Source: an optimization exercise on an open RTL-to-GDS flow (aim: small area). Production flows keep margins and buffers that such runs may drop. Where RTL was checked, it was by simulation tests only, not by an equivalence proof against the original. Function not checked in runs 1, 2 and 4: the RTL went through the layout flow alone.

### design.v
module main(in, op, apply, tail, valid, empty, clk, reset);
    input clk, reset, apply;
    input [7:0] in;
    input [2:0] op;
    output [7:0] tail;
    output reg valid;
    output empty;
    reg [7:0] t, f0, f1, f2, f3;
    reg [2:0] sz;
    wire n0  = ~sz[2] & ~sz[0];    
    wire n1  = ~sz[1] &  sz[0];
    wire n2  = ~sz[2] &  sz[1];
    wire n3  =  sz[2] &  sz[0];
    wire n4  =  sz[1] & ~sz[0];
    wire n5  =  sz[2] & ~sz[1];
    wire le1 = ~sz[2] & ~sz[1];
    wire le2 = ~sz[2];
    wire le3 = ~sz[2] |  sz[0];
    wire two =  sz[2] |  sz[1];    
    wire [2:0] sz_up = {sz[1:0], ~sz[2]};
    wire [2:0] sz_dn = {~sz[0], sz[2:1]};
    assign tail = t;
    assign empty = n0;
    reg [7:0] a, b;
    always @(*)
        case (1'b1)
            n2: begin a = f3; b = t;  end
            n3: begin a = f2; b = f3; end
            n4: begin a = f1; b = f2; end
            default: begin a = f0; b = f1; end
        endcase
    wire is_add = (op == 3'd2);
    wire is_mul = (op == 3'd3);
    wire is_sub = (op == 3'd4);
    wire is_quo = (op == 3'd5);
    wire is_rem = (op == 3'd6);
    wire is_div = is_quo | is_rem;
    wire [7:0] hz;
    assign hz[0] = 1'b1;
    assign hz[1] = hz[0] & ~a[7];
    assign hz[2] = hz[1] & ~a[6];
    assign hz[3] = hz[2] & ~a[5];
    assign hz[4] = hz[3] & ~a[4];
    assign hz[5] = hz[4] & ~a[3];
    assign hz[6] = hz[5] & ~a[2];
    assign hz[7] = hz[6] & ~a[1];
    wire [7:0] quo;
    wire [0:0] d7_x, d7_y, d7_s, d7_r;
    wire [1:0] d7_c;
    assign d7_x = b[7];
    assign d7_y = ~a[0:0];
    assign d7_c[1] = d7_x[0] | ~a[0];
    assign quo[7] = d7_c[1] & hz[7];
    assign d7_s[0] = 1'b0;   
    assign d7_r[0] = d7_x[0] ^ (quo[7] & a[0]);
    wire [1:0] d6_x, d6_y, d6_s, d6_r;
    wire [2:0] d6_c;
    assign d6_x = {d7_r, b[6]};
    assign d6_y = ~a[1:0];
    assign d6_c[1] = d6_x[0] | ~a[0];
    assign d6_c[2] = (d6_x[1] ^ d6_y[1]) ? d6_c[1] : d6_x[1];
    assign d6_s[1] = 1'b0;   
    assign quo[6] = d6_c[2] & hz[6];
    assign d6_s[0] = 1'b0;   
    assign d6_r[0] = d6_x[0] ^ (quo[6] & a[0]);
    assign d6_r[1:1] = d6_x[1:1] ^ ({1{quo[6]}} & (d6_y[1:1] ^ d6_c[1:1]));
    wire [2:0] d5_x, d5_y, d5_s, d5_r;
    wire [3:0] d5_c;
    assign d5_x = {d6_r, b[5]};
    assign d5_y = ~a[2:0];
    assign d5_c[1] = d5_x[0] | ~a[0];
    assign d5_c[2] = (d5_x[1] ^ d5_y[1]) ? d5_c[1] : d5_x[1];
    assign d5_s[1] = 1'b0;   
    assign d5_c[3] = (d5_x[2] ^ d5_y[2]) ? d5_c[2] : d5_x[2];
    assign d5_s[2] = 1'b0;   
    assign quo[5] = d5_c[3] & hz[5];
    assign d5_s[0] = 1'b0;   
    assign d5_r[0] = d5_x[0] ^ (quo[5] & a[0]);
    assign d5_r[2:1] = d5_x[2:1] ^ ({2{quo[5]}} & (d5_y[2:1] ^ d5_c[2:1]));
    wire [3:0] d4_x, d4_y, d4_s, d4_r;
    wire [4:0] d4_c;
    assign d4_x = {d5_r, b[4]};
    assign d4_y = ~a[3:0];
    assign d4_c[1] = d4_x[0] | ~a[0];
    assign d4_s[1] = d4_x[1] ^ d4_y[1] ^ d4_c[1];
    assign d4_c[2] = (d4_x[1] & d4_y[1]) | (d4_c[1] & (d4_x[1] ^ d4_y[1]));
    assign d4_s[2] = d4_x[2] ^ d4_y[2] ^ d4_c[2];
    assign d4_c[3] = (d4_x[2] & d4_y[2]) | (d4_c[2] & (d4_x[2] ^ d4_y[2]));
    assign d4_s[3] = d4_x[3] ^ d4_y[3] ^ d4_c[3];
    assign d4_c[4] = (d4_x[3] & d4_y[3]) | (d4_c[3] & (d4_x[3] ^ d4_y[3]));
    assign quo[4] = d4_c[4] & hz[4];
    assign d4_s[0] = 1'b0;   
    assign d4_r[0] = d4_x[0] ^ (quo[4] & a[0]);
    assign d4_r[3:1] = quo[4] ? d4_s[3:1] : d4_x[3:1];
    wire [4:0] d3_x, d3_y, d3_s, d3_r;
    wire [5:0] d3_c;
    assign d3_x = {d4_r, b[3]};
    assign d3_y = ~a[4:0];
    assign d3_c[1] = d3_x[0] | ~a[0];
    assign d3_s[1] = d3_x[1] ^ d3_y[1] ^ d3_c[1];
    assign d3_c[2] = (d3_x[1] & d3_y[1]) | (d3_c[1] & (d3_x[1] ^ d3_y[1]));
    assign d3_s[2] = d3_x[2] ^ d3_y[2] ^ d3_c[2];
    assign d3_c[3] = (d3_x[2] & d3_y[2]) | (d3_c[2] & (d3_x[2] ^ d3_y[2]));
    assign d3_s[3] = d3_x[3] ^ d3_y[3] ^ d3_c[3];
    assign d3_c[4] = (d3_x[3] & d3_y[3]) | (d3_c[3] & (d3_x[3] ^ d3_y[3]));
    assign d3_s[4] = d3_x[4] ^ d3_y[4] ^ d3_c[4];
    assign d3_c[5] = (d3_x[4] & d3_y[4]) | (d3_c[4] & (d3_x[4] ^ d3_y[4]));
    assign quo[3] = d3_c[5] & hz[3];
    assign d3_s[0] = 1'b0;   
    assign d3_r[0] = d3_x[0] ^ (quo[3] & a[0]);
    assign d3_r[4:1] = quo[3] ? d3_s[4:1] : d3_x[4:1];
    wire [5:0] d2_x, d2_y, d2_s, d2_r;
    wire [6:0] d2_c;
    assign d2_x = {d3_r, b[2]};
    assign d2_y = ~a[5:0];
    assign d2_c[1] = d2_x[0] | ~a[0];
    assign d2_s[1] = d2_x[1] ^ d2_y[1] ^ d2_c[1];
    assign d2_c[2] = (d2_x[1] & d2_y[1]) | (d2_c[1] & (d2_x[1] ^ d2_y[1]));
    assign d2_s[2] = d2_x[2] ^ d2_y[2] ^ d2_c[2];
    assign d2_c[3] = (d2_x[2] & d2_y[2]) | (d2_c[2] & (d2_x[2] ^ d2_y[2]));
    assign d2_s[3] = d2_x[3] ^ d2_y[3] ^ d2_c[3];
    assign d2_c[4] = (d2_x[3] & d2_y[3]) | (d2_c[3] & (d2_x[3] ^ d2_y[3]));
    assign d2_s[4] = d2_x[4] ^ d2_y[4] ^ d2_c[4];
    assign d2_c[5] = (d2_x[4] & d2_y[4]) | (d2_c[4] & (d2_x[4] ^ d2_y[4]));
    assign d2_s[5] = d2_x[5] ^ d2_y[5] ^ d2_c[5];
    assign d2_c[6] = (d2_x[5] & d2_y[5]) | (d2_c[5] & (d2_x[5] ^ d2_y[5]));
    assign quo[2] = d2_c[6] & hz[2];
    assign d2_s[0] = 1'b0;   
    assign d2_r[0] = d2_x[0] ^ (quo[2] & a[0]);
    assign d2_r[5:1] = quo[2] ? d2_s[5:1] : d2_x[5:1];
    wire [6:0] d1_x, d1_y, d1_s, d1_r;
    wire [7:0] d1_c;
    assign d1_x = {d2_r, b[1]};
    assign d1_y = ~a[6:0];
    assign d1_c[1] = d1_x[0] | ~a[0];
    assign d1_s[1] = d1_x[1] ^ d1_y[1] ^ d1_c[1];
    assign d1_c[2] = (d1_x[1] & d1_y[1]) | (d1_c[1] & (d1_x[1] ^ d1_y[1]));
    assign d1_s[2] = d1_x[2] ^ d1_y[2] ^ d1_c[2];
    assign d1_c[3] = (d1_x[2] & d1_y[2]) | (d1_c[2] & (d1_x[2] ^ d1_y[2]));
    assign d1_s[3] = d1_x[3] ^ d1_y[3] ^ d1_c[3];
    assign d1_c[4] = (d1_x[3] & d1_y[3]) | (d1_c[3] & (d1_x[3] ^ d1_y[3]));
    assign d1_s[4] = d1_x[4] ^ d1_y[4] ^ d1_c[4];
    assign d1_c[5] = (d1_x[4] & d1_y[4]) | (d1_c[4] & (d1_x[4] ^ d1_y[4]));
    assign d1_s[5] = d1_x[5] ^ d1_y[5] ^ d1_c[5];
    assign d1_c[6] = (d1_x[5] & d1_y[5]) | (d1_c[5] & (d1_x[5] ^ d1_y[5]));
    assign d1_s[6] = d1_x[6] ^ d1_y[6] ^ d1_c[6];
    assign d1_c[7] = (d1_x[6] & d1_y[6]) | (d1_c[6] & (d1_x[6] ^ d1_y[6]));
    assign quo[1] = d1_c[7] & hz[1];
    assign d1_s[0] = 1'b0;   
    assign d1_r[0] = d1_x[0] ^ (quo[1] & a[0]);
    assign d1_r[6:1] = quo[1] ? d1_s[6:1] : d1_x[6:1];
    wire [7:0] d0_x, d0_y, d0_s, d0_r;
    wire [8:0] d0_c;
    assign d0_x = {d1_r, b[0]};
    assign d0_y = ~a[7:0];
    assign d0_c[1] = d0_x[0] | ~a[0];
    assign d0_c[2] = (d0_x[1] ^ d0_y[1]) ? d0_c[1] : d0_x[1];
    assign d0_s[1] = 1'b0;   
    assign d0_c[3] = (d0_x[2] ^ d0_y[2]) ? d0_c[2] : d0_x[2];
    assign d0_s[2] = 1'b0;   
    assign d0_c[4] = (d0_x[3] ^ d0_y[3]) ? d0_c[3] : d0_x[3];
    assign d0_s[3] = 1'b0;   
    assign d0_c[5] = (d0_x[4] ^ d0_y[4]) ? d0_c[4] : d0_x[4];
    assign d0_s[4] = 1'b0;   
    assign d0_c[6] = (d0_x[5] ^ d0_y[5]) ? d0_c[5] : d0_x[5];
    assign d0_s[5] = 1'b0;   
    assign d0_c[7] = (d0_x[6] ^ d0_y[6]) ? d0_c[6] : d0_x[6];
    assign d0_s[6] = 1'b0;   
    assign d0_c[8] = (d0_x[7] ^ d0_y[7]) ? d0_c[7] : d0_x[7];
    assign d0_s[7] = 1'b0;   
    assign quo[0] = d0_c[8] & hz[0];
    assign d0_s[0] = 1'b0;   
    assign d0_r[0] = d0_x[0] ^ (quo[0] & a[0]);
    assign d0_r[7:1] = d0_x[7:1] ^ ({7{quo[0]}} & (d0_y[7:1] ^ d0_c[7:1]));
    wire [0:0] m7_r;
    assign m7_r = a[0] & b[7];
    wire [1:0] m6_r;
    wire [1:0] m6_s;
    wire [2:0] m6_c;
    assign m6_s[0] = a[0] & b[6];
    assign m6_c[1] = 1'b0;
    assign m6_s[1] = m7_r[0] ^ (a[1] & b[6]) ^ m6_c[1];
    assign m6_c[2] = (m7_r[0] & (a[1] & b[6])) | (m6_c[1] & (m7_r[0] ^ (a[1] & b[6])));
    assign m6_r = m6_s;
    wire [2:0] m5_r;
    wire [2:0] m5_s;
    wire [3:0] m5_c;
    assign m5_s[0] = a[0] & b[5];
    assign m5_c[1] = 1'b0;
    assign m5_s[1] = m6_r[0] ^ (a[1] & b[5]) ^ m5_c[1];
    assign m5_c[2] = (m6_r[0] & (a[1] & b[5])) | (m5_c[1] & (m6_r[0] ^ (a[1] & b[5])));
    assign m5_s[2] = m6_r[1] ^ (a[2] & b[5]) ^ m5_c[2];
    assign m5_c[3] = (m6_r[1] & (a[2] & b[5])) | (m5_c[2] & (m6_r[1] ^ (a[2] & b[5])));
    assign m5_r = m5_s;
    wire [3:0] m4_r;
    wire [3:0] m4_s;
    wire [4:0] m4_c;
    assign m4_s[0] = a[0] & b[4];
    assign m4_c[1] = 1'b0;
    assign m4_s[1] = m5_r[0] ^ (a[1] & b[4]) ^ m4_c[1];
    assign m4_c[2] = (m5_r[0] & (a[1] & b[4])) | (m4_c[1] & (m5_r[0] ^ (a[1] & b[4])));
    assign m4_s[2] = m5_r[1] ^ (a[2] & b[4]) ^ m4_c[2];
    assign m4_c[3] = (m5_r[1] & (a[2] & b[4])) | (m4_c[2] & (m5_r[1] ^ (a[2] & b[4])));
    assign m4_s[3] = m5_r[2] ^ (a[3] & b[4]) ^ m4_c[3];
    assign m4_c[4] = (m5_r[2] & (a[3] & b[4])) | (m4_c[3] & (m5_r[2] ^ (a[3] & b[4])));
    assign m4_r = m4_s;
    wire [4:0] m3_r;
    wire [4:0] m3_s;
    wire [5:0] m3_c;
    assign m3_s[0] = a[0] & b[3];
    assign m3_c[1] = 1'b0;
    assign m3_s[1] = m4_r[0] ^ (a[1] & b[3]) ^ m3_c[1];
    assign m3_c[2] = (m4_r[0] & (a[1] & b[3])) | (m3_c[1] & (m4_r[0] ^ (a[1] & b[3])));
    assign m3_s[2] = m4_r[1] ^ (a[2] & b[3]) ^ m3_c[2];
    assign m3_c[3] = (m4_r[1] & (a[2] & b[3])) | (m3_c[2] & (m4_r[1] ^ (a[2] & b[3])));
    assign m3_s[3] = m4_r[2] ^ (a[3] & b[3]) ^ m3_c[3];
    assign m3_c[4] = (m4_r[2] & (a[3] & b[3])) | (m3_c[3] & (m4_r[2] ^ (a[3] & b[3])));
    assign m3_s[4] = m4_r[3] ^ (a[4] & b[3]) ^ m3_c[4];
    assign m3_c[5] = (m4_r[3] & (a[4] & b[3])) | (m3_c[4] & (m4_r[3] ^ (a[4] & b[3])));
    assign m3_r = m3_s;
    wire [5:0] m2_r;
    wire [5:0] m2_s;
    wire [6:0] m2_c;
    assign m2_s[0] = a[0] & b[2];
    assign m2_c[1] = 1'b0;
    assign m2_s[1] = m3_r[0] ^ (a[1] & b[2]) ^ m2_c[1];
    assign m2_c[2] = (m3_r[0] & (a[1] & b[2])) | (m2_c[1] & (m3_r[0] ^ (a[1] & b[2])));
    assign m2_s[2] = m3_r[1] ^ (a[2] & b[2]) ^ m2_c[2];
    assign m2_c[3] = (m3_r[1] & (a[2] & b[2])) | (m2_c[2] & (m3_r[1] ^ (a[2] & b[2])));
    assign m2_s[3] = m3_r[2] ^ (a[3] & b[2]) ^ m2_c[3];
    assign m2_c[4] = (m3_r[2] & (a[3] & b[2])) | (m2_c[3] & (m3_r[2] ^ (a[3] & b[2])));
    assign m2_s[4] = m3_r[3] ^ (a[4] & b[2]) ^ m2_c[4];
    assign m2_c[5] = (m3_r[3] & (a[4] & b[2])) | (m2_c[4] & (m3_r[3] ^ (a[4] & b[2])));
    assign m2_s[5] = m3_r[4] ^ (a[5] & b[2]) ^ m2_c[5];
    assign m2_c[6] = (m3_r[4] & (a[5] & b[2])) | (m2_c[5] & (m3_r[4] ^ (a[5] & b[2])));
    assign m2_r = m2_s;
    wire [6:0] m1_r;
    wire [6:0] m1_s;
    wire [7:0] m1_c;
    assign m1_s[0] = a[0] & b[1];
    assign m1_c[1] = 1'b0;
    assign m1_s[1] = m2_r[0] ^ (a[1] & b[1]) ^ m1_c[1];
    assign m1_c[2] = (m2_r[0] & (a[1] & b[1])) | (m1_c[1] & (m2_r[0] ^ (a[1] & b[1])));
    assign m1_s[2] = m2_r[1] ^ (a[2] & b[1]) ^ m1_c[2];
    assign m1_c[3] = (m2_r[1] & (a[2] & b[1])) | (m1_c[2] & (m2_r[1] ^ (a[2] & b[1])));
    assign m1_s[3] = m2_r[2] ^ (a[3] & b[1]) ^ m1_c[3];
    assign m1_c[4] = (m2_r[2] & (a[3] & b[1])) | (m1_c[3] & (m2_r[2] ^ (a[3] & b[1])));
    assign m1_s[4] = m2_r[3] ^ (a[4] & b[1]) ^ m1_c[4];
    assign m1_c[5] = (m2_r[3] & (a[4] & b[1])) | (m1_c[4] & (m2_r[3] ^ (a[4] & b[1])));
    assign m1_s[5] = m2_r[4] ^ (a[5] & b[1]) ^ m1_c[5];
    assign m1_c[6] = (m2_r[4] & (a[5] & b[1])) | (m1_c[5] & (m2_r[4] ^ (a[5] & b[1])));
    assign m1_s[6] = m2_r[5] ^ (a[6] & b[1]) ^ m1_c[6];
    assign m1_c[7] = (m2_r[5] & (a[6] & b[1])) | (m1_c[6] & (m2_r[5] ^ (a[6] & b[1])));
    assign m1_r = m1_s;
    wire [7:0] m0_r;
    wire [7:0] m0_s;
    wire [8:0] m0_c;
    assign m0_s[0] = a[0] & b[0];
    assign m0_c[1] = 1'b0;
    assign m0_s[1] = m1_r[0] ^ (a[1] & b[0]) ^ m0_c[1];
    assign m0_c[2] = (m1_r[0] & (a[1] & b[0])) | (m0_c[1] & (m1_r[0] ^ (a[1] & b[0])));
    assign m0_s[2] = m1_r[1] ^ (a[2] & b[0]) ^ m0_c[2];
    assign m0_c[3] = (m1_r[1] & (a[2] & b[0])) | (m0_c[2] & (m1_r[1] ^ (a[2] & b[0])));
    assign m0_s[3] = m1_r[2] ^ (a[3] & b[0]) ^ m0_c[3];
    assign m0_c[4] = (m1_r[2] & (a[3] & b[0])) | (m0_c[3] & (m1_r[2] ^ (a[3] & b[0])));
    assign m0_s[4] = m1_r[3] ^ (a[4] & b[0]) ^ m0_c[4];
    assign m0_c[5] = (m1_r[3] & (a[4] & b[0])) | (m0_c[4] & (m1_r[3] ^ (a[4] & b[0])));
    assign m0_s[5] = m1_r[4] ^ (a[5] & b[0]) ^ m0_c[5];
    assign m0_c[6] = (m1_r[4] & (a[5] & b[0])) | (m0_c[5] & (m1_r[4] ^ (a[5] & b[0])));
    assign m0_s[6] = m1_r[5] ^ (a[6] & b[0]) ^ m0_c[6];
    assign m0_c[7] = (m1_r[5] & (a[6] & b[0])) | (m0_c[6] & (m1_r[5] ^ (a[6] & b[0])));
    assign m0_s[7] = m1_r[6] ^ (a[7] & b[0]) ^ m0_c[7];
    assign m0_c[8] = (m1_r[6] & (a[7] & b[0])) | (m0_c[7] & (m1_r[6] ^ (a[7] & b[0])));
    assign m0_r = m0_s;
    wire [7:0] prod = m0_r;
    wire [7:0] rem = d0_r;
    wire [7:0] as_s;
    wire [8:0] as_c;
    wire [7:0] as_y = a ^ {8{is_sub}};
    assign as_c[0] = is_sub;
    assign as_s[0] = b[0] ^ as_y[0] ^ as_c[0];
    assign as_c[1] = (b[0] & as_y[0]) | (as_c[0] & (b[0] ^ as_y[0]));
    assign as_s[1] = b[1] ^ as_y[1] ^ as_c[1];
    assign as_c[2] = (b[1] & as_y[1]) | (as_c[1] & (b[1] ^ as_y[1]));
    assign as_s[2] = b[2] ^ as_y[2] ^ as_c[2];
    assign as_c[3] = (b[2] & as_y[2]) | (as_c[2] & (b[2] ^ as_y[2]));
    assign as_s[3] = b[3] ^ as_y[3] ^ as_c[3];
    assign as_c[4] = (b[3] & as_y[3]) | (as_c[3] & (b[3] ^ as_y[3]));
    assign as_s[4] = b[4] ^ as_y[4] ^ as_c[4];
    assign as_c[5] = (b[4] & as_y[4]) | (as_c[4] & (b[4] ^ as_y[4]));
    assign as_s[5] = b[5] ^ as_y[5] ^ as_c[5];
    assign as_c[6] = (b[5] & as_y[5]) | (as_c[5] & (b[5] ^ as_y[5]));
    assign as_s[6] = b[6] ^ as_y[6] ^ as_c[6];
    assign as_c[7] = (b[6] & as_y[6]) | (as_c[6] & (b[6] ^ as_y[6]));
    assign as_s[7] = b[7] ^ as_y[7] ^ as_c[7];
    assign as_c[8] = (b[7] & as_y[7]) | (as_c[7] & (b[7] ^ as_y[7]));
    wire [7:0] as = as_s;
    wire [7:0] res = is_quo ? quo : is_rem ? rem : is_mul ? prod : as;
    wire push = (op == 3'd0);
    wire pop  = (op == 3'd1);
    wire good = push ? ~n5 :
                pop  ? ~n0 :
                (op == 3'd7) ? 1'b0 :
                is_div ? (two & (a != 8'd0)) : two;
    wire ok = apply & good;
    wire [7:0] nv = push ? in : res;
    always @(posedge clk or posedge reset)
        if (reset) begin
            valid <= 1'b1;
            sz <= 3'd0;
        end else if (apply) begin
            if (!good) valid <= 1'b0;
            else sz <= push ? sz_up : sz_dn;
        end
    always @(posedge clk)
        if (ok & ~pop) begin
            t <= nv;
            f0 <= f1;
            f1 <= f2;
            f2 <= f3;
            f3 <= t;
        end
endmodule
### flow/run.sh
#!/bin/bash
# The standard layout (standard.sh: ORFS from synthesis to the final layout), with these
# changes, all made through ORFS's own variables:
#  - each port gets a sky130_fd_sc_hd__buf_1 as its buffer (buffer_ports -buffer_cell)
#    instead of the default clkdlybuf4s50_1;
#  - clock tree synthesis builds from clkbuf_4/clkbuf_8 and adds no dummy loads.
# Synthesis is the standard one, unchanged. The make output goes to standard.log in the
# work folder; ORFS's per-step logs stay under orfs/logs/.
set -euo pipefail
bash standard.sh synth > synth.log 2>&1
export BUFFER_PORTS_ARGS="-buffer_cell sky130_fd_sc_hd__buf_1"
export CTS_ARGS="-sink_clustering_enable -repair_clock_nets -dont_use_dummy_load -buf_list {sky130_fd_sc_hd__clkbuf_4 sky130_fd_sc_hd__clkbuf_8}"
bash standard.sh finish > standard.log 2>&1
### standard.sh
#!/bin/bash
# synth_recipe.tcl (not shown) runs the flow's synth.tcl, then flattens the netlist and writes it again
# the make line also repeats each setting of config.mk as NAME=value (left out here)
make -C /OpenROAD-flow-scripts/flow DESIGN_CONFIG=/design/flow/config.mk WORK_HOME=/design/flow/orfs CLKGATE_MAP_FILE= SYNTH_SCRIPT=/design/flow/synth_recipe.tcl "${@:-finish}"
### config.mk
export PLATFORM = sky130hd
export DESIGN_NAME = main
export DESIGN_NICKNAME = main
export VERILOG_FILES = /design/flow/design.v
export SDC_FILE = /design/flow/constraint.sdc
export NUM_CORES = 4
export LEC_CHECK = 0
export CAP_MARGIN = 20
export CORE_MARGIN = 2
export CORE_UTILIZATION = 40
export SLEW_MARGIN = 20
### constraint.sdc
create_clock -name core_clock -period 15.0 [get_ports {clk}]
set_input_delay 3.0000 -clock core_clock [delete_from_list [all_inputs] [get_ports {clk}]]
set_output_delay 3.0000 -clock core_clock [all_outputs]
set_load 0.01 [all_outputs]
==> results by group, run 1 <==
Run status
  – Status: no timing/DRC/antenna violations

Setup path
  – Worst Path Arrival: 14.37 ns
  – Critical path origin: sz[1]$_DFFE_PP0P_
  – RR Startpoint: sz[1]$_DFFE_PP0P_
  – Critical Path Fanout Max: 12
  – WS Path Type: register to register
  – Crit path largest cell delay: 0.56 ns
  – Crit-path leading delay family: adder cells
  – Worst Setup End Kind: register
  – Reg-to-reg setup timing slack: 0.66 ns
  – Worst EP required: 15.03 ns
  – Most used cell, CP: fa_1
  – Critical path buffer and inverter count: 7
  – Worst path slowest cell: a32oi_1
  – Critical path startpoint category: register

Detailed routing
  – DRC viols: 0
  – Vias per cell: 6.07
  – Drt first pass iters: 5
  – Post-DRT Antenna Nets: 0
  – Average wire per standard cell: 20.3 um
  – Drt total wl: 15600 um
  – DR vias: 4654
  – Drt initial violations: 665

Clocking
  – CTS tree: yes
  – CTS H-Tree Depth: 2
  – Clk Latency, worst-skew pair: 0.29 ns
  – Clock-pin slew on the worst setup and hold paths: 0.08 ns
  – Max clock buf depth: 2
  – Clock Sinks: 44
  – CTS Buf Count: 5
  – CTS root buf: clkbuf_8
  – Cts hold-fix bufs: 0

Timing
  – Post-layout minimum cycle time: 14.34 ns
  – Period utilization: 95.6%
  – Skew final: 0.0204 ns
  – Fmax: 69.7 MHz
  – Max Slew Vio Count: 0
  – Final Hold Viols: 0
  – Final setup fails: 0
  – Slew Limit Headroom: 36.4%
  – Worst-Margin Slew: 0.947 ns
  – Final TNS setup: 0 ns

Logic synthesis
  – Post-synthesis compound-gate area fraction: 22.4%
  – Post-Synthesis Cells: 568
  – Simple-Gate Fraction of Synth Area: 19.5%
  – Ys flop type: edfxtp_1
  – Synthesized cell area: 0.00514 mm^2
  – Syn Area/Cell: 9.05 um^2
  – Post-synth ARST share: 9.09%
  – Yosys reg bits: 44
  – Seq/Total Area, Yosys: 25.3%
  – Synth top area share: 23.4%
  – Syn nets: 629
  – Distinct cell type count after synthesis: 89
  – Synth area leaders: edfxtp_1 (23%), fa_1 (15%), xnor2_1 (5.6%)
  – Post-Synth Adder-Cell Area: 17.9%
  – XOR/XNOR share of the synthesized area: 6.14%
  – Synth warnings: 1
  – Post-synthesis cell type with the largest combined area: edfxtp_1
  – EDFF count, synth: 40
  – Largest family of logic cells by synthesized area: compound AO/OA/AOI/OAI gates
  – Post-synthesis mux area share: 2.53%

GRT
  – First-pass GRT wire length: 24700 um
  – Initial antenna violation count: 0
  – Largest net degree at the start of global routing: 34
  – Total grt overflow: 0
  – Tot GR Track Use: 22.5%
  – Number of global-route vias before repair: 4375

Final layout
  – Finished Layout Cells: 767
  – Fin nets: 658
  – Share of cells above drive strength 1: 15.0%
  – Footprint of the multi-input gates: 0.00364 mm^2
  – Antenna diode count: 0
  – Sequential cell area: 0.00131 mm^2
  – Synth-to-Final Area Change: 10.9%
  – Final Util: 45.4%
  – Most frequent cells in the layout: nor2_1 (63), nand2_1 (59), inv_1 (41)
  – Fillers: 1248
  – Most common library cell in the layout ignoring fill and taps: nor2_1
  – Design area: 0.00570 mm^2

Floorplan
  – Chip height: 117 um
  – # IOs: 24
  – Die Area: 0.0138 mm^2
  – Rows: 41
  – Starting Density: 40.9%
  – Core Box Area: 0.0126 mm^2
  – Die width: 117 um

Placement
  – Port Buffers: 23
  – Placed cells: 759
  – Area after DPL: 0.00550 mm^2
  – GPL Wtd Cong: 0.976
  – Hpwl dp: 12100 um

Min path
  – Hold Startpoint: valid$_DFFE_PP1P_
  – Worst Hold Class: register to register

Run
  – Max-cap violation count: 0
## registers in the layout, indices dropped and copies added, names as in the netlist
register and cells:
f2 8, sz 3, valid 1, f0 8, f3 8, t 8
f1 8
## through the flow
stage | setup WS (ns) | hold slack [ns]
after floorplan | 1.09 | 0.442
after global placement | 0.442 | 0.446
after detailed placement | 0.0920 | 0.456
after CTS | 0.0462 | 0.468
after global routing | -0.0981 | 0.476
final | 0.659 | 0.464
## synth_stat cells, types with 5 or more instances
master    count
a21o_1       11
a21oi_1      24
a221oi_1      5
a31oi_1       6
and3_1        6
buf_2         7
clkbuf_1     15
edfxtp_1     40
fa_1         39
ha_1          8
inv_1        41
mux2i_1       7
nand2_1      59
nand2b_1      5
nand3_1       7
nand4_1       8
nor2_1       64
nor3_1       12
o211ai_1      6
o21ai_0      24
o221ai_1      6
o22ai_1       7
o31ai_1       7
xnor2_1      33
## repair_timing
item,in CTS,in global routing
resized for setup,0,26
endpoints found under the setup margin,0,8
setup buffers,0,3
hold endpoints to repair,0,0
## worst register-to-register path, delay by kind of cell (launching register included)
family                   cells  cell delay (ns)
AO/OA/AOI/OAI               13             3.00
XOR/XNOR                     4             0.60
buffers and inverters        7             0.58
AND/OR/NAND/NOR             12             2.14
adder cells (fa/ha/maj)     20             7.23
flip-flops                   1             0.51
## cells by family (layout without fill, tap and decap cells)
logic type | after synthesis | in the layout
and+or+nand+nor | 198 | 198
DFF | 44 | 44
muxes | 12 | 12
adders and majority gates | 51 | 51
xor gates and xnor gates | 36 | 36
AOI/OAI and AO/OA | 152 | 152
buffers and inverters | 75 | 102
## final cells by class
| type | count | share of cell area [%] |
|---|---|---|
| clock buffers | 5 | 1.21 |
| inverters | 46 | 3.03 |
| multi-input cells | 449 | 63.9 |
| flip-flops and latches | 44 | 22.9 |
| well taps | 172 | 3.78 |
| repair buffers | 51 | 5.16 |
## layer usage
layer | track usage (%) | routed length, um | up-vias
met5 | 0 | 0 | -
met2 | 35.4 | 7170 | 231
li1 | - | - | 2119
met3 | 3.79 | 1250 | 27
met4 | 5.05 | 283 | 0
met1 | 32.5 | 6870 | 2277
## worst paths after layout
| kind | cells past startpoint | endpoint |
|---|---|---|
| max | 56 | t[3]$_DFFE_PP_ |
| min | 1 | valid$_DFFE_PP1P_ |
| max reg2reg | 56 | t[3]$_DFFE_PP_ |
| min reg2reg | 1 | valid$_DFFE_PP1P_ |
| max in group asynchronous | 2 | valid$_DFFE_PP1P_ |
| min in group asynchronous | 2 | sz[2]$_DFFE_PP0P_ |
==> inputs of run 2 (changes only) <==
--- a/design.v
+++ b/design.v
@@ -22,12 +22,6 @@
     assign tail = t;
     assign empty = n0;
-    reg [7:0] a, b;
-    always @(*)
-        case (1'b1)
-            n2: begin a = f3; b = t;  end
-            n3: begin a = f2; b = f3; end
-            n4: begin a = f1; b = f2; end
-            default: begin a = f0; b = f1; end
-        endcase
+    wire [7:0] a = f0;                         
+    wire [7:0] b = n2 ? t : f1;                
     wire is_add = (op == 3'd2);
     wire is_mul = (op == 3'd3);
@@ -70,12 +64,12 @@
     assign d5_y = ~a[2:0];
     assign d5_c[1] = d5_x[0] | ~a[0];
-    assign d5_c[2] = (d5_x[1] ^ d5_y[1]) ? d5_c[1] : d5_x[1];
-    assign d5_s[1] = 1'b0;   
-    assign d5_c[3] = (d5_x[2] ^ d5_y[2]) ? d5_c[2] : d5_x[2];
-    assign d5_s[2] = 1'b0;   
+    assign d5_s[1] = d5_x[1] ^ d5_y[1] ^ d5_c[1];
+    assign d5_c[2] = (d5_x[1] & d5_y[1]) | (d5_c[1] & (d5_x[1] ^ d5_y[1]));
+    assign d5_s[2] = d5_x[2] ^ d5_y[2] ^ d5_c[2];
+    assign d5_c[3] = (d5_x[2] & d5_y[2]) | (d5_c[2] & (d5_x[2] ^ d5_y[2]));
     assign quo[5] = d5_c[3] & hz[5];
     assign d5_s[0] = 1'b0;   
     assign d5_r[0] = d5_x[0] ^ (quo[5] & a[0]);
-    assign d5_r[2:1] = d5_x[2:1] ^ ({2{quo[5]}} & (d5_y[2:1] ^ d5_c[2:1]));
+    assign d5_r[2:1] = quo[5] ? d5_s[2:1] : d5_x[2:1];
     wire [3:0] d4_x, d4_y, d4_s, d4_r;
     wire [4:0] d4_c;
@@ -296,5 +290,6 @@
     assign as_c[8] = (b[7] & as_y[7]) | (as_c[7] & (b[7] ^ as_y[7]));
     wire [7:0] as = as_s;
-    wire [7:0] res = is_quo ? quo : is_rem ? rem : is_mul ? prod : as;
+    wire is_as = is_add | is_sub;
+    wire [7:0] res = ({8{is_quo}} & quo) | ({8{is_rem}} & rem) | ({8{is_mul}} & prod) | ({8{is_as}} & as);
     wire push = (op == 3'd0);
     wire pop  = (op == 3'd1);
@@ -313,11 +308,22 @@
             else sz <= push ? sz_up : sz_dn;
         end
-    always @(posedge clk)
-        if (ok & ~pop) begin
-            t <= nv;
-            f0 <= f1;
-            f1 <= f2;
-            f2 <= f3;
-            f3 <= t;
-        end
+    wire arith = ~push & ~pop;
+    wire p_ok = ok & push, o_ok = ok & pop, r_ok = ok & arith;
+    wire f0_f1 = o_ok, f0_f2 = r_ok & ~le3, f0_t = (p_ok & le1) | (r_ok & le3);
+    wire f1_f2 = o_ok, f1_f3 = r_ok & n5, f1_t = (p_ok & le2) | (r_ok & ~n5);
+    wire f2_f3 = o_ok, f2_t = (p_ok & le3) | r_ok;
+    wire f3_t = ok & ~pop;
+    wire t_in = p_ok, t_res = r_ok;
+    wire f0_h = ~(f0_f1 | f0_f2 | f0_t);
+    wire f1_h = ~(f1_f2 | f1_f3 | f1_t);
+    wire f2_h = ~(f2_f3 | f2_t);
+    wire f3_h = ~f3_t;
+    wire t_h = ~(t_in | t_res);
+    always @(posedge clk) begin
+        f0 <= ({8{f0_h}} & f0) | ({8{f0_f1}} & f1) | ({8{f0_f2}} & f2) | ({8{f0_t}} & t);
+        f1 <= ({8{f1_h}} & f1) | ({8{f1_f2}} & f2) | ({8{f1_f3}} & f3) | ({8{f1_t}} & t);
+        f2 <= ({8{f2_h}} & f2) | ({8{f2_f3}} & f3) | ({8{f2_t}} & t);
+        f3 <= ({8{f3_h}} & f3) | ({8{f3_t}} & t);
+        t  <= ({8{t_h}} & t) | ({8{t_in}} & in) | ({8{t_res}} & res);
+    end
 endmodule
==> run 2 against run 1 <==
  * Still clean on timing, DRC and antenna
  * Register-to-register slack better by 0.21 ns
  * Design area down 14%
  * First-iteration DRC count down 33%
  * Worst setup slack better by 0.21 ns
  * Critical path depth down 7
  * Largest cell class unchanged
==> results by group, run 2 <==
Setup path
  – Critical Path Fanout Max: 10 (was 12)
  – RR Startpoint: f0[4]$_DFF_P_ (was sz[1]$_DFFE_PP0P_)
  – Critical path buffer and inverter count: 4 (was 7)
  – Crit-path leading delay family: adder cells (unchanged)
  – Reg-to-reg setup timing slack: 0.87 ns (was 0.66 ns)
  – Worst EP required: 15.23 ns (was 15.03 ns)
  – Worst Path Arrival: 14.36 ns (was 14.37 ns)
  – Most used cell, CP: fa_1 (unchanged)
  – Worst path slowest cell: nor4_2 (was a32oi_1)
  – Crit path largest cell delay: 0.80 ns (was 0.56 ns)
  – Critical path startpoint category: register (unchanged)
  – Worst Setup End Kind: register (unchanged)
  – WS Path Type: register to register (unchanged)
  – RR Endpoint: t[1]$_DFF_P_ (was t[3]$_DFFE_PP_)
  – R2R depth: 49 (was 56)

Logic synthesis
  – Synthesized cell area: 0.00459 mm^2 (was 0.00514 mm^2)
  – Post-synthesis cell type with the largest combined area: fa_1 (was edfxtp_1)
  – Ys flop type: dfxtp_1 (was edfxtp_1)
  – Yosys reg bits: 44 (unchanged)
  – Post-synth ARST share: 9.09% (unchanged)
  – Top cells by count, synth: nand2_1 (96), nor2_1 (62), fa_1 (41), inv_1 (35) (was nor2_1 (64), nand2_1 (59), inv_1 (41), edfxtp_1 (40), fa_1 (39))
  – EDFF count, synth: 8 (was 40)
  – Syn Area/Cell: 8.38 um^2 (was 9.05 um^2)
  – Synth area leaders: fa_1 (18%), dfxtp_1 (14%), nand2_1 (7.8%) (was edfxtp_1 (23%), fa_1 (15%), xnor2_1 (5.6%))
  – Syn nets: 611 (was 629)
  – Synth top area share: 17.9% (was 23.4%)
  – Synth warnings: 1 (unchanged)
  – Post-Synthesis Cells: 548 (was 568)
  – Seq/Total Area, Yosys: 21.4% (was 25.3%)
  – Distinct cell type count after synthesis: 69 (was 89)
  – Most common cell in the netlist: nand2_1 (was nor2_1)

Floorplan
  – Die Area: 0.0124 mm^2 (was 0.0138 mm^2)
  – Die width: 111 um (was 117 um)
  – Starting Density: 40.6% (was 40.9%)
  – Rows: 39 (was 41)
  – Core Box Area: 0.0113 mm^2 (was 0.0126 mm^2)
  – # IOs: 24 (unchanged)
  – Chip height: 111 um (was 117 um)

Timing
  – Fmax: 70.8 MHz (was 69.7 MHz)
  – Worst-Margin Slew: 1.05 ns (was 0.947 ns)
  – Final TNS setup: 0 ns (unchanged)
  – RSZ-0062 raised after global routing: no
  – Final Hold Viols: 0 (unchanged)
  – Post-layout minimum cycle time: 14.13 ns (was 14.34 ns)
  – Max Slew Vio Count: 0 (unchanged)
  – Final setup fails: 0 (unchanged)
  – Period utilization: 94.2% (was 95.6%)
  – Skew final: 0.0170 ns (was 0.0204 ns)
  – Slew Limit Headroom: 29.8% (was 36.4%)

Placement
  – Port Buffers: 23 (unchanged)
  – Hpwl dp: 10900 um (was 12100 um)
  – GPL Wtd Cong: 0.932 (was 0.976)
  – Area after DPL: 0.00480 mm^2 (was 0.00550 mm^2)

GRT
  – First-pass GRT wire length: 22600 um (was 24700 um)
  – Initial antenna violation count: 0 (unchanged)
  – Tot GR Track Use: 22.8% (was 22.5%)
  – Number of global-route vias before repair: 4167 (was 4375)
  – Total grt overflow: 0 (unchanged)
  – Largest net degree at the start of global routing: 26 (was 34)

Final layout
  – Most common library cell in the layout ignoring fill and taps: nand2_1 (was nor2_1)
  – Antenna diode count: 0 (unchanged)
  – Footprint of the multi-input gates: 0.00335 mm^2 (was 0.00364 mm^2)
  – Final Util: 43.1% (was 45.4%)
  – Share of cells above drive strength 1: 6.64% (was 15.0%)
  – Fillers: 1161 (was 1248)
  – Design area: 0.00487 mm^2 (was 0.00570 mm^2)
  – Fin nets: 622 (was 658)
  – Sequential cell area: 982 um^2 (was 0.00131 mm^2)
  – Synth-to-Final Area Change: 6.13% (was 10.9%)
  – Most frequent cells in the layout: nand2_1 (96), nor2_1 (62), fa_1 (41) (was nor2_1 (63), nand2_1 (59), inv_1 (41))

Min path
  – Hold path depth: 1 (unchanged)
  – Worst Hold Class: register to register (unchanged)
  – Hold Path Sink: valid$_DFFE_PP1P_ (unchanged)
  – Hold Startpoint: valid$_DFFE_PP1P_ (unchanged)

Run
  – Max-cap violation count: 0 (unchanged)

Run status
  – Status: no timing/DRC/antenna violations (unchanged)

Clocking
  – Clock Sinks: 44 (unchanged)
  – CTS H-Tree Depth: 2 (unchanged)
  – Max clock buf depth: 2 (unchanged)
  – Cts hold-fix bufs: 0 (unchanged)
  – CTS tree: yes (unchanged)
  – Clock-pin slew on the worst setup and hold paths: 0.07 ns (was 0.08 ns)
  – Clk Latency, worst-skew pair: 0.30 ns (was 0.29 ns)
  – CTS Buf Count: 5 (unchanged)
  – Post-CTS Resized: 0 (unchanged)
  – Post CTS Setup Buffer Count: 0 (unchanged)
  – CTS root buf: clkbuf_8 (unchanged)

Detailed routing
  – Average wire per standard cell: 19.9 um (was 20.3 um)
  – Post-DRT Antenna Nets: 0 (unchanged)
  – Drt initial violations: 448 (was 665)
  – Drt total wl: 13900 um (was 15600 um)
  – DR vias: 4237 (was 4654)
  – Vias per cell: 6.05 (was 6.07)
  – DRC viols: 0 (unchanged)
  – Drt first pass iters: 8 (was 5)
run 2: kinds of logic after synthesis:
group                    synth area share, %
AND/OR/NAND/NOR                         20.6
AO/OA/AOI/OAI                           20.9
buffers and inverters                   5.83
adder cells (fa/ha/maj)                 20.8
flip-flops                              21.4
XOR/XNOR                                6.48
multiplexers                            4.11
run 2: worst max path at each step:
stage                                 start      endpoint  slack, ns  cells after the start
after floorplan               f0[5]$_DFF_P_  t[1]$_DFF_P_       1.85                     50
after global placement        f0[4]$_DFF_P_  t[1]$_DFF_P_       1.08                     49
after detailed placement  sz[2]$_DFFE_PP0P_  t[1]$_DFF_P_       0.67                     47
after CTS                     f0[4]$_DFF_P_  t[1]$_DFF_P_       0.63                     49
after global routing          f0[4]$_DFF_P_  t[1]$_DFF_P_       0.06                     49
final                         f0[4]$_DFF_P_  t[1]$_DFF_P_       0.87                     49
run 2: through the flow:
| step | hold WS [ns] | setup slack [ns] | std cells |
|---|---|---|---|
| 3_3_place_gp | 0.445 | 1.08 | 695 |
| 5_1_grt | 0.473 | 0.0589 | 700 |
| 3_5_place_dp | 0.448 | 0.674 | 695 |
| 4_1_cts | 0.458 | 0.627 | 700 |
| 6_report | 0.457 | 0.871 | 700 |
| 2_1_floorplan | 0.435 | 1.85 | 548 |
run 2: layout make-up:
class / instances / area share (%)
sequential: 44 / 20.1
multi-input combinational: 438 / 68.7
tap: 143 / 3.67
clock buffer: 5 / 1.41
inverter: 38 / 2.93
timing repair buffer: 32 / 3.16
run 2: layer usage:
layer	GRT usage, %	routed length [um]
met1	29.8	5890
met2	38.2	6620
met3	2.62	823
met4	9.79	583
met5	0	0
==> inputs of run 3 (changes only) <==
--- a/design.v
+++ b/design.v
@@ -290,6 +290,5 @@
     assign as_c[8] = (b[7] & as_y[7]) | (as_c[7] & (b[7] ^ as_y[7]));
     wire [7:0] as = as_s;
-    wire is_as = is_add | is_sub;
-    wire [7:0] res = ({8{is_quo}} & quo) | ({8{is_rem}} & rem) | ({8{is_mul}} & prod) | ({8{is_as}} & as);
+    wire [7:0] res = is_quo ? quo : is_rem ? rem : is_mul ? prod : as;
     wire push = (op == 3'd0);
     wire pop  = (op == 3'd1);
==> run 3 against run 2 <==
  * Still clean
  * Cell count grew 2.3%
  * Fmax grew 0.41%
  * Critical path depth shrank 1
==> results by group, run 3 <==
Min path
  – Hold path depth: 1 (unchanged)
  – Worst Hold Class: register to register (unchanged)
  – Hold Path Sink: valid$_DFFE_PP1P_ (unchanged)
  – Hold Startpoint: valid$_DFFE_PP1P_ (unchanged)

Final layout
  – Most common library cell in the layout ignoring fill and taps: nand2_1 (unchanged)
  – Most frequent cells in the layout: nand2_1 (86), nor2_1 (64), inv_1 (44) (was nand2_1 (96), nor2_1 (62), fa_1 (41))
  – Share of cells above drive strength 1: 7.16% (was 6.64%)
  – Synth-to-Final Area Change: 6.18% (was 6.13%)
  – Fillers: 1175 (was 1161)
  – Antenna diode count: 0 (unchanged)
  – Finished Layout Cells: 716 (was 700)
  – Fin nets: 638 (was 622)

Timing
  – Post-layout minimum cycle time: 14.07 ns (was 14.13 ns)
  – RSZ-0062 raised after global routing: no (unchanged)
  – Period utilization: 93.8% (was 94.2%)
  – Fmax: 71.1 MHz (was 70.8 MHz)
  – Final TNS setup: 0 ns (unchanged)
  – Max Slew Vio Count: 0 (unchanged)
  – Final setup fails: 0 (unchanged)
  – Slew Limit Headroom: 40.5% (was 29.8%)
  – Worst-Margin Slew: 0.890 ns (was 1.05 ns)
  – Skew final: 0.0183 ns (was 0.0170 ns)
  – Final Hold Viols: 0 (unchanged)

Logic synthesis
  – Syn nets: 626 (was 611)
  – Syn Area/Cell: 8.31 um^2 (was 8.38 um^2)
  – Seq/Total Area, Yosys: 21.0% (was 21.4%)
  – Synth top area share: 17.6% (was 17.9%)
  – Synth area leaders: fa_1 (18%), dfxtp_1 (14%), nand2_1 (6.9%) (was fa_1 (18%), dfxtp_1 (14%), nand2_1 (7.8%))
  – Top cells by count, synth: nand2_1 (86), nor2_1 (64), inv_1 (44), fa_1 (41), dfxtp_1 (32) (was nand2_1 (96), nor2_1 (62), fa_1 (41), inv_1 (35))
  – Post-synthesis cell type with the largest combined area: fa_1 (unchanged)
  – Most common cell in the netlist: nand2_1 (unchanged)
  – EDFF count, synth: 8 (unchanged)
  – Post-Synthesis Cells: 563 (was 548)
  – Ys flop type: dfxtp_1 (unchanged)
  – Synth warnings: 1 (unchanged)
  – Yosys reg bits: 44 (unchanged)
  – Synthesized cell area: 0.00468 mm^2 (was 0.00459 mm^2)
  – Distinct cell type count after synthesis: 67 (was 69)
  – Post-synth ARST share: 9.09% (unchanged)

Detailed routing
  – Post-DRT Antenna Nets: 0 (unchanged)
  – Drt total wl: 13600 um (was 13900 um)
  – Drt first pass iters: 5 (was 8)
  – Average wire per standard cell: 19.0 um (was 19.9 um)
  – Vias per cell: 5.92 (was 6.05)
  – Drt initial violations: 501 (was 448)
  – DRC viols: 0 (unchanged)
  – DR vias: 4241 (was 4237)

Floorplan
  – Die Area: 0.0126 mm^2 (was 0.0124 mm^2)
  – Die width: 112 um (was 111 um)
  – # IOs: 24 (unchanged)
  – Starting Density: 40.9% (was 40.6%)
  – Chip height: 112 um (was 111 um)
  – Core Box Area: 0.0114 mm^2 (was 0.0113 mm^2)
  – Rows: 39 (unchanged)

Clocking
  – Clock-pin slew on the worst setup and hold paths: 0.09 ns (was 0.07 ns)
  – Post-CTS Resized: 0 (unchanged)
  – Post CTS Setup Buffer Count: 0 (unchanged)
  – Cts hold-fix bufs: 0 (unchanged)
  – CTS root buf: clkbuf_8 (unchanged)
  – Clock Sinks: 44 (unchanged)
  – CTS H-Tree Depth: 2 (unchanged)
  – CTS Buf Count: 5 (unchanged)
  – Max clock buf depth: 2 (unchanged)
  – Clk Latency, worst-skew pair: 0.30 ns (about the same)
  – CTS tree: yes (unchanged)

Setup path
  – Critical path startpoint category: register (unchanged)
  – Worst EP required: 15.24 ns (was 15.23 ns)
  – R2R depth: 48 (was 49)
  – Worst Setup End Kind: register (unchanged)
  – Worst path slowest cell: nor4b_2 (was nor4_2)
  – Most used cell, CP: fa_1 (unchanged)
  – Critical Path Fanout Max: 12 (was 10)
  – Worst Path Arrival: 14.31 ns (was 14.36 ns)
  – Reg-to-reg setup timing slack: 0.93 ns (was 0.87 ns)
  – RR Endpoint: t[2]$_DFF_P_ (was t[1]$_DFF_P_)
  – RR Startpoint: sz[2]$_DFFE_PP0P_ (was f0[4]$_DFF_P_)
  – Crit path largest cell delay: 0.72 ns (was 0.80 ns)
  – WS Path Type: register to register (unchanged)

GRT
  – Routing usage on met2: 35.7% (was 38.2%)
  – Initial antenna violation count: 0 (unchanged)
  – First-pass GRT wire length: 22700 um (was 22600 um)
  – Gr busiest metal: met2 (unchanged)
  – Tot GR Track Use: 22.1% (was 22.8%)
  – Met1 usage: 31.1% (was 29.8%)
  – Number of global-route vias before repair: 4256 (was 4167)
  – Total grt overflow: 0 (unchanged)
  – Met3 usage: 2.54% (was 2.62%)
  – Largest net degree at the start of global routing: 25 (was 26)

Placement
  – Port Buffers: 23 (unchanged)
  – GPL Wtd Cong: 0.943 (was 0.932)
  – Placed cells: 711 (was 695)
  – Hpwl dp: 10600 um (was 10900 um)

Run status
  – Status: no timing/DRC/antenna violations (unchanged)

Run
  – Max-cap violation count: 0 (unchanged)
==> run 3: cell count changes after synthesis, moves of 5 or more <==
cell / change
a22oi_1: -10
mux2_2: +5
inv_1: +9
a21oi_1: +5
and2_1: +11
nand2_1: -10
o21ai_0: +9
nor3_1: +11
a222oi_1: +7
a211oi_1: -5
==> run 3: logic make-up after synthesis <==
| kind of cell | count (synthesis) | share of synthesized area [%] |
|---|---|---|
| buffers and inverters | 74 | 6.29 |
| multiplexers | 21 | 5.30 |
| XOR/XNOR | 33 | 6.18 |
| adder cells (fa/ha/maj) | 54 | 20.9 |
| flip-flops | 44 | 21.0 |
| AO/OA/AOI/OAI | 118 | 18.7 |
| AND/OR/NAND/NOR | 219 | 21.6 |
==> run 3: final cells by class <==
class,instances,area (um^2),share of cell area [%]
inverter,47,176,3.55
sequential,44,982,19.8
tap,143,179,3.60
clock buffer,5,68.8,1.39
timing repair buffer,32,154,3.10
multi-input combinational,445,3400,68.6
==> run 3: per-layer routing <==
layer	up-vias	share of wire, %
met5	-	0
met4	0	2.7
met3	30	7.0
met2	168	46
met1	2047	44
li1	1996	-
==> run 3: worst max path at each step <==
stage,slack [ns],cells after the start,from,to
floorplan,2.23,50,sz[1]$_DFFE_PP0P_,t[2]$_DFF_P_
global placement,1.59,48,sz[2]$_DFFE_PP0P_,t[2]$_DFF_P_
detailed placement,0.94,48,sz[2]$_DFFE_PP0P_,t[2]$_DFF_P_
CTS,0.94,48,sz[2]$_DFFE_PP0P_,t[2]$_DFF_P_
global route,0.14,48,sz[2]$_DFFE_PP0P_,t[2]$_DFF_P_
finish,0.93,48,sz[2]$_DFFE_PP0P_,t[2]$_DFF_P_
==> run 3: critical path, delay by kind of cell, from the launching register on <==
family	cells	cell delay [ns]
mux	2	0.93
fa+ha+maj	24	7.79
buf+inv	4	0.33
xor+xnor	5	0.93
compound gates	2	0.39
flops	1	0.52
simple gates	11	3.13
==> run 3: per-stage QoR <==
stage	hold slack, ns	utilization (%)	setup WS, ns	cell area, um^2
2_1_floorplan	0.451	-	2.23	4680
3_3_place_gp	0.450	42.9	1.59	4900
3_5_place_dp	0.454	42.9	0.944	4900
4_1_cts	0.467	43.5	0.943	4960
5_1_grt	0.478	43.5	0.140	4960
6_report	0.465	43.5	0.929	4960
==> inputs of run 4 (changes only) <==
--- a/design.v
+++ b/design.v
@@ -53,10 +53,10 @@
     assign d6_y = ~a[1:0];
     assign d6_c[1] = d6_x[0] | ~a[0];
-    assign d6_c[2] = (d6_x[1] ^ d6_y[1]) ? d6_c[1] : d6_x[1];
-    assign d6_s[1] = 1'b0;   
+    assign d6_s[1] = d6_x[1] ^ d6_y[1] ^ d6_c[1];
+    assign d6_c[2] = (d6_x[1] & d6_y[1]) | (d6_c[1] & (d6_x[1] ^ d6_y[1]));
     assign quo[6] = d6_c[2] & hz[6];
     assign d6_s[0] = 1'b0;   
     assign d6_r[0] = d6_x[0] ^ (quo[6] & a[0]);
-    assign d6_r[1:1] = d6_x[1:1] ^ ({1{quo[6]}} & (d6_y[1:1] ^ d6_c[1:1]));
+    assign d6_r[1:1] = quo[6] ? d6_s[1:1] : d6_x[1:1];
     wire [2:0] d5_x, d5_y, d5_s, d5_r;
     wire [3:0] d5_c;
@@ -77,14 +77,14 @@
     assign d4_y = ~a[3:0];
     assign d4_c[1] = d4_x[0] | ~a[0];
-    assign d4_s[1] = d4_x[1] ^ d4_y[1] ^ d4_c[1];
-    assign d4_c[2] = (d4_x[1] & d4_y[1]) | (d4_c[1] & (d4_x[1] ^ d4_y[1]));
-    assign d4_s[2] = d4_x[2] ^ d4_y[2] ^ d4_c[2];
-    assign d4_c[3] = (d4_x[2] & d4_y[2]) | (d4_c[2] & (d4_x[2] ^ d4_y[2]));
-    assign d4_s[3] = d4_x[3] ^ d4_y[3] ^ d4_c[3];
-    assign d4_c[4] = (d4_x[3] & d4_y[3]) | (d4_c[3] & (d4_x[3] ^ d4_y[3]));
+    assign d4_c[2] = (d4_x[1] ^ d4_y[1]) ? d4_c[1] : d4_x[1];
+    assign d4_s[1] = 1'b0;   
+    assign d4_c[3] = (d4_x[2] ^ d4_y[2]) ? d4_c[2] : d4_x[2];
+    assign d4_s[2] = 1'b0;   
+    assign d4_c[4] = (d4_x[3] ^ d4_y[3]) ? d4_c[3] : d4_x[3];
+    assign d4_s[3] = 1'b0;   
     assign quo[4] = d4_c[4] & hz[4];
     assign d4_s[0] = 1'b0;   
     assign d4_r[0] = d4_x[0] ^ (quo[4] & a[0]);
-    assign d4_r[3:1] = quo[4] ? d4_s[3:1] : d4_x[3:1];
+    assign d4_r[3:1] = d4_x[3:1] ^ ({3{quo[4]}} & (d4_y[3:1] ^ d4_c[3:1]));
     wire [4:0] d3_x, d3_y, d3_s, d3_r;
     wire [5:0] d3_c;
==> run 4 against run 3 <==
  * Synthesized cell count rose by 4.1%
  * Via count rose by 3.7%
  * Worst setup slack got worse by 0.26 ns
  * Clock skew rose by 0.0047 ns
==> results by group, run 4 <==
Floorplan
  – Chip height: 112 um (about the same)
  – Starting Density: 40.9% (about the same)
  – Core Box Area: 0.0114 mm^2 (about the same)
  – Rows: 39 (unchanged)
  – Die width: 112 um (about the same)
  – # IOs: 24 (unchanged)
  – Die Area: 0.0125 mm^2 (was 0.0126 mm^2)

Detailed routing
  – DR vias: 4397 (was 4241)
  – Drt initial violations: 375 (was 501)
  – Average wire per standard cell: 19.2 um (was 19.0 um)
  – Vias per cell: 5.89 (was 5.92)
  – Drt total wl: 14400 um (was 13600 um)
  – DRC viols: 0 (unchanged)
  – Drt first pass iters: 8 (was 5)
  – Post-DRT Antenna Nets: 0 (unchanged)

Logic synthesis
  – Synthesized cell area: 0.00465 mm^2 (was 0.00468 mm^2)
  – EDFF count, synth: 8 (unchanged)
  – Seq/Total Area, Yosys: 21.1% (was 21.0%)
  – Post-synthesis cell type with the largest combined area: fa_1 (unchanged)
  – Post-synth ARST share: 9.09% (unchanged)
  – Post-Synthesis Cells: 586 (was 563)
  – Yosys reg bits: 44 (unchanged)
  – Largest family of logic cells by synthesized area: simple AND/OR/NAND/NOR gates (unchanged)
  – Synth top area share: 16.8% (was 17.6%)
  – Post-Synth Adder-Cell Area: 20.1% (was 20.9%)
  – Most common cell in the netlist: nand2_1 (unchanged)
  – Distinct cell type count after synthesis: 69 (was 67)
  – XOR/XNOR share of the synthesized area: 7.13% (was 6.18%)
  – Post-synthesis mux area share: 3.88% (was 5.30%)
  – Top cells by count, synth: nand2_1 (109), nor2_1 (74), fa_1 (39), inv_1 (34) (was nand2_1 (86), nor2_1 (64), inv_1 (44), fa_1 (41), dfxtp_1 (32))
  – Synth warnings: 1 (unchanged)
  – Post-synthesis compound-gate area fraction: 19.6% (was 18.7%)
  – Synth area leaders: fa_1 (17%), dfxtp_1 (14%), nand2_1 (8.8%) (was fa_1 (18%), dfxtp_1 (14%), nand2_1 (6.9%))
  – Syn Area/Cell: 7.93 um^2 (was 8.31 um^2)
  – Simple-Gate Fraction of Synth Area: 22.3% (was 21.6%)
  – Ys flop type: dfxtp_1 (unchanged)
  – Syn nets: 647 (was 626)

Clocking
  – CTS root buf: clkbuf_8 (unchanged)
  – Max clock buf depth: 2 (unchanged)
  – Clk Latency, worst-skew pair: 0.30 ns (about the same)
  – CTS Buf Count: 5 (unchanged)
  – CTS tree: yes (unchanged)
  – Clock Sinks: 44 (unchanged)
  – Clock-pin slew on the worst setup and hold paths: 0.09 ns (about the same)
  – CTS H-Tree Depth: 2 (unchanged)

Timing
  – Final TNS setup: 0 ns (unchanged)
  – Period utilization: 95.5% (was 93.8%)
  – Final Hold Viols: 0 (unchanged)
  – Skew final: 0.0231 ns (was 0.0183 ns)
  – Fmax: 69.8 MHz (was 71.1 MHz)
  – Hold_ws: 0.464 ns (was 0.465 ns)
  – Slew Limit Headroom: 26.4% (was 40.5%)
  – Worst-Margin Slew: 1.09 ns (was 0.890 ns)
  – Setup ws final: 0.668 ns (was 0.929 ns)
  – Post-layout minimum cycle time: 14.33 ns (was 14.07 ns)
  – Final setup fails: 0 (unchanged)
  – RSZ-0062 raised after global routing: no (unchanged)
  – Max Slew Vio Count: 0 (unchanged)

Placement
  – Hpwl dp: 11200 um (was 10600 um)
  – GPL Wtd Cong: 0.968 (was 0.943)
  – Place WS: 0.380 ns (was 0.944 ns)
  – Port Buffers: 23 (unchanged)

Setup path
  – Crit-path leading delay family: adder cells (unchanged)
  – Worst EP required: 15.25 ns (was 15.24 ns)
  – WS Path Type: register to register (unchanged)
  – Reg-to-reg setup timing slack: 0.67 ns (was 0.93 ns)
  – Crit path largest cell delay: 0.60 ns (was 0.72 ns)
  – Worst Path Arrival: 14.58 ns (was 14.31 ns)
  – RR Endpoint: t[5]$_DFF_P_ (was t[2]$_DFF_P_)
  – Most used cell, CP: fa_1 (unchanged)
  – Critical path buffer and inverter count: 3 (was 4)
  – Worst path slowest cell: nor4_4 (was nor4b_2)
  – Critical Path Fanout Max: 9 (was 12)
  – Critical path startpoint category: register (unchanged)
  – CP Depth: 54 (was 48)
  – RR Startpoint: f0[7]$_DFF_P_ (was sz[2]$_DFFE_PP0P_)
  – R2R depth: 54 (was 48)
  – Worst Setup End Kind: register (unchanged)

Final layout
  – Share of cells above drive strength 1: 8.96% (was 7.16%)
  – Footprint of the multi-input gates: 0.00343 mm^2 (was 0.00340 mm^2)
  – Antenna diode count: 0 (unchanged)
  – Most frequent cells in the layout: nand2_1 (109), nor2_1 (74), fa_1 (38) (was nand2_1 (86), nor2_1 (64), inv_1 (44))
  – Final Util: 44.2% (was 43.5%)
  – Sequential cell area: 985 um^2 (was 982 um^2)
  – Fin nets: 666 (was 638)
  – Most common library cell in the layout ignoring fill and taps: nand2_1 (unchanged)
  – Synth-to-Final Area Change: 8.05% (was 6.18%)
  – Fillers: 1169 (was 1175)

GRT
  – First-pass GRT wire length: 23200 um (was 22700 um)
  – Total grt overflow: 0 (unchanged)
  – Tot GR Track Use: 23.2% (was 22.1%)
  – Largest net degree at the start of global routing: 26 (was 25)
  – Initial antenna violation count: 0 (unchanged)
  – Number of global-route vias before repair: 4266 (was 4256)

Min path
  – Hold Startpoint: valid$_DFFE_PP1P_ (unchanged)
  – Hold path depth: 1 (unchanged)
  – Hold Path Sink: valid$_DFFE_PP1P_ (unchanged)
  – Worst Hold Class: register to register (unchanged)

Run status
  – Status: no timing/DRC/antenna violations (unchanged)

Run
  – Max-cap violation count: 0 (unchanged)
## run 4: cell types whose count changed in the layout (fill, tap and decap cells not counted), sizes merged, moves of 4 or more
cell and change:
o22ai +4, mux2 -7, nand2 +23, o21a -4, inv -8, or3 +4, a21oi +6, a222oi -8
buf +8, nor2 +10, and2 -13, a22oi +11, o21ai +8
## run 4: repair_timing
item / CTS / global route
resized for setup: 0 / 8
hold buffers: 0 / 0
setup endpoints to repair: 0 / 7
buffers inserted: 0 / 0
## run 4: how the worst max path moves through the flow
stage / from / end / slack (ns)
2_1_floorplan: f0[3]$_DFF_P_ / t[5]$_DFF_P_ / 1.10
3_3_place_gp: f0[6]$_DFF_P_ / t[5]$_DFF_P_ / 0.77
3_5_place_dp: sz[1]$_DFFE_PP0P_ / t[5]$_DFF_P_ / 0.38
4_1_cts: f0[6]$_DFF_P_ / t[5]$_DFF_P_ / 0.31
5_1_grt: f0[7]$_DFF_P_ / t[5]$_DFF_P_ / 0.01
6_report: f0[7]$_DFF_P_ / t[5]$_DFF_P_ / 0.67
## run 4: area by class of cell
type	count	share of cell area, %
flip-flops and latches	44	19.6
multi-input cells	474	68.2
repair buffers	40	4.26
well taps	143	3.56
inverters	40	2.99
clock buffers	5	1.37
## run 4: kinds of logic after synthesis
group	after synthesis
simple gates	238
compound gates	131
buf+inv	68
fa+ha+maj	52
flops	44
xor+xnor	37
mux	16
## run 4: per-stage QoR
step	instance area (um^2)	std cells
final	5020	746
after global routing	5020	746
after CTS	4990	746
after detailed placement	4930	741
after global placement	4930	741
after floorplan	4650	586
## run 4: layer usage
metal | global-route usage [%] | wire (um) | vias up
met5 | 0 | 0 | -
met4 | 9.38 | 518 | 0
met3 | 2.94 | 914 | 34
met2 | 37.5 | 6630 | 176
met1 | 31.5 | 6290 | 2106
li1 | - | - | 2081

-- re-timing with driven ports --
Ports are ideal in the flow. The routed layouts listed here were re-timed in OpenROAD. Step 1: set_driving_cell puts a clkbuf_16 on clk and a buf_2 on each other input, an assumption about the parent block. Step 2 moves the port delays by t, midway between the first and last clock arrival at a register: inputs arrive t later, outputs are due t later. That takes back most of the time a late clock gives input paths. a / b / c = no drivers / after step 1 / after step 2; a / b = the first two.
run	shift t [ns]	setup WS [ns]	cell pins on the clock port's net
run 1	0.311	0.659 / 0.659 / 0.659	1
run 2	0.320	0.871 / 0.871 / 0.871	1
run 3	0.314	0.929 / 0.929 / 0.929	1
run 4	0.319	0.668 / 0.668 / 0.668	1
After both steps every run listed still meets setup and hold.
